From an optimization exercise on the open Yosys and OpenROAD flow, aimed at small area; shortcuts taken in it are not production practice. Function was checked by simulation only, so behaviour that the tests miss may differ from the original. Power figures rest on the tool's default switching activity, not on a simulated workload.

## flow/design.v (module list and top-level ports; edited modules follow where they fit)
// module ym2149_vol_table: 8313 lines
// module ym2149: 279 lines
module ym2149
(
	input      [7:0] I_DA,
	output reg [7:0] O_DA,
	output           O_DA_OE_L,
	input            I_A9_L,
	input            I_A8,
	input            I_BDIR,
	input            I_BC2,
	input            I_BC1,
	input            I_SEL_L,
	output reg [9:0] O_AUDIO,
	input      [7:0] I_IOA,
	output     [7:0] O_IOA,
	output           O_IOA_OE_L,
	input      [7:0] I_IOB,
	output     [7:0] O_IOB,
	output           O_IOB_OE_L,
	input            ENA,      
	input            RESET_L,
	input            CLK
);
  // ...
==> flow/flow/run.sh <==
#!/bin/bash
# Own layout flow: the standard layout (standard.sh) with one change. Its synthesis
# (synth_recipe.tcl, ORFS's synth.tcl) maps the logic with the area-oriented ABC script
# flow/abc.script instead of ORFS's speed script, and keeps ABC from using the two cells
# with the smallest output load limits (a2111oi_0, o311ai_0), which the routed layout's
# wires can overload. Everything else, the registers included, is the standard synthesis
# and layout.
set -euo pipefail
W=$(pwd)
X="-dont_use sky130_fd_sc_hd__a2111oi_0 -dont_use sky130_fd_sc_hd__o311ai_0"
sed "s#log_cmd abc {\*}\$abc_args#log_cmd abc {*}[lreplace \$abc_args 1 1 $W/flow/abc.script] $X#" \
  "$FLOW_HOME/scripts/synth.tcl" > "$W/own_synth_body.tcl"
grep -q "flow/abc.script" "$W/own_synth_body.tcl"
sed "s#source \$::env(SCRIPTS_DIR)/synth.tcl#source $W/own_synth_body.tcl#" synth_recipe.tcl > "$W/own_synth.tcl"
grep -q "own_synth_body.tcl" "$W/own_synth.tcl"
bash standard.sh SYNTH_SCRIPT="$W/own_synth.tcl" finish > "$W/flow_make.log" 2>&1
==> flow/flow/abc.script <==
strash
&get -n
&dch -f
&nf -a -R 1000
&put
==> flow/standard.sh <==
#!/bin/bash
# synth_recipe.tcl (not shown) runs the flow's synth.tcl, then flattens the netlist and writes it again
# the make line also repeats each setting of config.mk as NAME=value (left out here)
make -C /OpenROAD-flow-scripts/flow DESIGN_CONFIG=/design/flow/config.mk WORK_HOME=/design/flow/orfs CLKGATE_MAP_FILE= SYNTH_SCRIPT=/design/flow/synth_recipe.tcl "${@:-finish}"
==> flow/config.mk <==
export PLATFORM = sky130hd
export DESIGN_NAME = ym2149
export DESIGN_NICKNAME = ym2149
export VERILOG_FILES = /design/flow/design.v
export SDC_FILE = /design/flow/constraint.sdc
export NUM_CORES = 4
export LEC_CHECK = 0
export CAP_MARGIN = 25
export CELL_PAD_IN_SITES_DETAIL_PLACEMENT = 1
export CELL_PAD_IN_SITES_GLOBAL_PLACEMENT = 2
export CORE_MARGIN = 2
export CORE_UTILIZATION = 20
export CTS_BUF_LIST = sky130_fd_sc_hd__clkbuf_4 sky130_fd_sc_hd__clkbuf_8
export GPL_TIMING_DRIVEN = 0
export PLACE_DENSITY = 0.25
export SLEW_MARGIN = 20
export SYNTH_MEMORY_MAX_BITS = 65536
==> flow/constraint.sdc <==
create_clock -name core_clock -period 20.0 [get_ports {CLK}]
set_input_delay 4.0000 -clock core_clock [delete_from_list [all_inputs] [get_ports {CLK}]]
set_output_delay 4.0000 -clock core_clock [all_outputs]
set_load 0.01 [all_outputs]
==> impl_metrics.csv, run 1 <==
group,metric,value,unit
grt,use_met1,54.4,%
power_and_ir_drop,p_per_area,50.3,nW/um^2
detailed_routing,wl_met1,118000,um
sta,rsz0062_at_grt,"no",
run_status,status,"no timing/DRC/antenna violations",
final_layout,drive_gt1_share,11.0,%
final_layout,final_cell_mix,"nand2_1 (533), nor2_1 (404), o21ai_0 (312)",
synthesis,yosysWarningCount,4,
clock_tree,cts_buffers,45,
detailed_routing,drc,0,
final_layout,fillCellCount,14900,
final_layout,nMultiInputCombCells,3204,
final_layout,areaGrowthSynthToFinish,30.6,%
synthesis,syn_area_per_cell,7.05,um^2
placed_design,place.port_buffers,69,
grt,grt_use_met2,66.1,%
synthesis,ys_ff_latch,243,
synthesis,syn_inst,3562,
final_layout,buf_share,11.1,%
final_layout,multiInputGateArea,19600,um^2
setup_path,cp_max_fo,34,
final_layout,final_util,26.4,%
synthesis,ys_async_sr_fraction,0,%
final_layout,seq_cells,243,
power_and_ir_drop,powerComb,0.579,mW
grt,top_usage_layer,"met2",
setup_path,endpoint,"vol_table_val[5]",
detailed_routing,wl_met3,46000,um
floorplanning,num_tap_cells,1637,
detailed_routing,antenna_left,0,
==> run 2, diff against run 1 <==
--- a/flow/config.mk
+++ b/flow/config.mk
@@ -5,7 +5,7 @@
 export SDC_FILE = /design/flow/constraint.sdc
 export NUM_CORES = 4
 export LEC_CHECK = 0
-export CAP_MARGIN = 25
+export CAP_MARGIN = 35
 export CELL_PAD_IN_SITES_DETAIL_PLACEMENT = 1
 export CELL_PAD_IN_SITES_GLOBAL_PLACEMENT = 2
 export CORE_MARGIN = 2
==> run 2 against run 1 <==
Compared with the run above:
- clock skew fell by 0.00055 ns
- sequential power barely moved
- flip-flop and latch count did not move
- fmax is 0.75% higher
- cell area increased by 2.0%
- synthesized cell count did not move
- clock-buffer cell count is 4 higher
- sequential share of layout area down 0.36 points
- total power up 1.1%
- critical path type unchanged
- largest power group unchanged
- highest routed layer unchanged
==> impl_metrics.csv, run 2 <==
group,metric,value,unit
run_status,status,"no timing/DRC/antenna violations",
power_and_ir_drop,vdd_ir_drop_max,0.0374,mV
floorplanning,start_util,20.2,%
placed_design,place.port_buffers,69,
synthesis,synth_area_leader_cell,"edfxtp_1",
min_path,hold_class,"flop to flop",
setup_path,crit_type,"flop to flop",
setup_path,cp.required,20.45,ns
sta,tightest_slew,1.20,ns
sta,finalCritPeriodShare,90.9,%
sta,hold_viol,0,
final_layout,drive_gt1_share,12.1,%
setup_path,crit_path_start_kind,"flop",
synthesis,synth.net_count,3761,
final_layout,fillCellCount,14900,
clock_tree,post-cts-setup-buffer-count,0,
final_layout,largest_reg_flops,100,
setup_path,cp_slowest_stage_delay,1.07,ns
power_and_ir_drop,power.leakage,12.0,nW
floorplanning,die_h,358,um
synthesis,synth_most_common_cell,"nand2_1",
final_layout,top_regs,"regs: 100 flops, tone_gen_cnt: 36 flops, poly17: 17 flops",
clock_tree,cts_root_buf,"clkbuf_8",
final_layout,final_util,27.0,%
detailed_routing,wl_met1,119000,um
floorplanning,pin_count,70,
clock_tree,postCtsHoldBufs,0,
final_layout,regMostFlops,"regs",
setup_path,cp_max_fo,34,
final_layout,final-seq-area,5870,um^2
detailed_routing,antenna_left,0,
setup_path,worst_path_max_delay_cell,"or3_1",
final_layout,multiInputGateArea,19500,um^2
placed_design,dp_cells,5481,
synthesis,yosysUniqueCellTypes,71,
grt,grt_pass1_vias,38200,
detailed_routing,num_vias,41300,
final_layout,layout.cells.non_filler,5665,
synthesis,syn_area_per_cell,7.05,um^2
placed_design,place.gp.congestion,1.12,
detailed_routing,wl_met2,126000,um
synthesis,syn_inst,3562,
synthesis,ys_seq_area_share,23.4,%
synthesis,synth_common_cells,"nand2_1 (545), nor2_1 (446), o21ai_0 (323)",
detailed_routing,wl_per_cell,57.5,um
sta,fin_skew,0.0613,ns
clock_tree,cts_buffers,45,
clock_tree,clockBufferDepth,3,
detailed_routing,vias_per_cell,7.29,
synthesis,ys.flop_type,"dfxtp_1",
grt,grt_start_max_net_pins,77,
sta,setup_viol,0,
floorplanning,die_area,128000,um^2
clock_tree,cts_resized,0,
synthesis,synth_edf_count,100,
sta,layout_setup_ws,1.83,ns
synthesis,ys_ff_latch,243,
detailed_routing,wl,326000,um
placed_design,post-dp-hpwl,245000,um
floorplanning,core,124000,um^2
synthesis,ys_async_sr_fraction,0,%
floorplanning,row_count,129,
power_and_ir_drop,p_per_area,49.8,nW/um^2
sta,drv_slew,0,
sta,rsz0062_at_grt,"no",
clock_tree,worst_skew_pair.late_latency,0.65,ns
detailed_routing,first_iter_violations,7028,
detailed_routing,routed.top_layer,"met5",
detailed_routing,drc,0,
final_layout,final_cell_mix,"nand2_1 (536), nor2_1 (407), o21ai_0 (313)",
clock_tree,cts_tree,"yes",
synthesis,yosysTopAreaCellShare,12.0,%
synthesis,synth_area,25100,um^2
setup_path,arrival,18.62,ns
final_layout,areaGrowthSynthToFinish,33.3,%
setup_path,path_common_cell,"nor2_1",
flow_run,maxCapViolCount,0,
grt,overflow,0,
floorplanning,die_w,358,um
synthesis,yosysWarningCount,4,
synthesis,synth_area_leaders,"edfxtp_1 (12%), dfxtp_1 (11%), ha_1 (8.2%)",
placed_design,pre_cts_slack,3.05,ns
sta,max_freq,0.0550,GHz
detailed_routing,wl_met3,45100,um
grt,track_usage,49.3,%
final_layout,final_common_cell,"nand2_1",
clock_tree,clk_pin_slew_worst_paths,0.06,ns
sta,fin_tns_setup,0,ns
final_layout,nNetsFinal,4120,
setup_path,cp-end-kind,"flop",
sta,post-route-min-period,18.17,ns
grt,grt_pass1_wl,413000,um
clock_tree,clkSinkCount,243,
grt,antenna_found_initial,65,
clock_tree,htreeDepth,2,
detailed_routing,dr.pass1.iters,10,
sta,relSlewSlack,20.1,%
run 2: metrics by stage:
stage | total power [mW] | hold WS, ns | area (um^2)
2_1_floorplan | 0.715 | 0.326 | 25100
3_3_place_gp | 1.02 | 0.338 | 27900
3_5_place_dp | 1.08 | 0.338 | 31900
4_1_cts | 1.62 | 0.351 | 32900
5_1_grt | 1.67 | 0.355 | 33300
6_report | 1.67 | 0.350 | 33500
run 2: worst max-delay path, delay by kind of cell, from the launching register on:
kind | cells | cell delay (ns)
buffers and inverters | 9 | 3.52
AOI/OAI and AO/OA | 17 | 5.06
DFF | 1 | 0.67
and+or+nand+nor | 19 | 7.51
adders and majority gates | 2 | 1.05
run 2: where the power goes:
part	total [mW]	switching [mW]	internal (mW)
Clock	0.532	0.229	0.303
Sequential	0.546	0.0156	0.530
Combinational	0.589	0.453	0.136
run 2: cell families (layout without fill, tap and decap cells):
kind of cell	count (synthesis)	in the layout	share of synthesized area (%)
flops	243	243	23.4
xor+xnor	54	54	1.88
buf+inv	115	511	1.72
fa+ha+maj	167	167	8.34
mux	26	26	1.05
simple gates	1680	1680	30.7
compound gates	1277	1277	32.9
other cells	0	70	0
run 2: final timing paths:
check	startpoint	end	slack, ns	cells after the start
max reg2reg	poly17[0]	vol_table_val[1]	1.83	47
max	poly17[0]	vol_table_val[1]	1.83	47
min	vol_table_val[8]	vol_table_rd[8]	0.35	0
min reg2reg	vol_table_val[8]	vol_table_rd[8]	0.35	0
run 2: routing by layer:
layer	up-vias	global-route usage, %
met5	-	2.37
li1	14700	-
met3	1488	27.5
met4	26	45.5
met1	20900	54.7
met2	4204	65.9
run 2: cell type report:
type	count	share of cell area (%)
Multi-Input combinational cell	3204	58.4
Antenna cell	70	0.523
Inverter	115	1.47
Clock inverter	13	0.404
Timing Repair Buffer	312	13.0
Sequential cell	243	17.5
Tap cell	1637	6.12
Clock buffer	71	2.58

[separate check: timing with driven ports]
No port has a modelled driver above. Below, the same layouts with a new extraction and two added sets of constraints. Step 1 (the two cells are an assumption about what drives the block):
set clk [get_ports {CLK}]
set_driving_cell -lib_cell sky130_fd_sc_hd__clkbuf_16 $clk
set_driving_cell -lib_cell sky130_fd_sc_hd__buf_2 [delete_from_list [all_inputs] $clk]
Step 2 moves the port delays by t, midway between the first and last clock arrival at a register: inputs arrive t later, outputs are due t later. That takes back most of the time a late clock gives input paths. Slacks: ideal / step 1 / step 2; pairs: ideal / step 1.
run	t (ns)	setup WS [ns]	worst hold slack (ns)	worst slew at a driven data input, ns
run 1	0.696	1.692 / 1.692 / 1.692	0.349 / 0.349 / 0.349	0.08
run 2	0.681	1.829 / 1.829 / 1.829	0.350 / 0.350 / 0.350	0.08
After both steps every run listed still meets setup and hold.
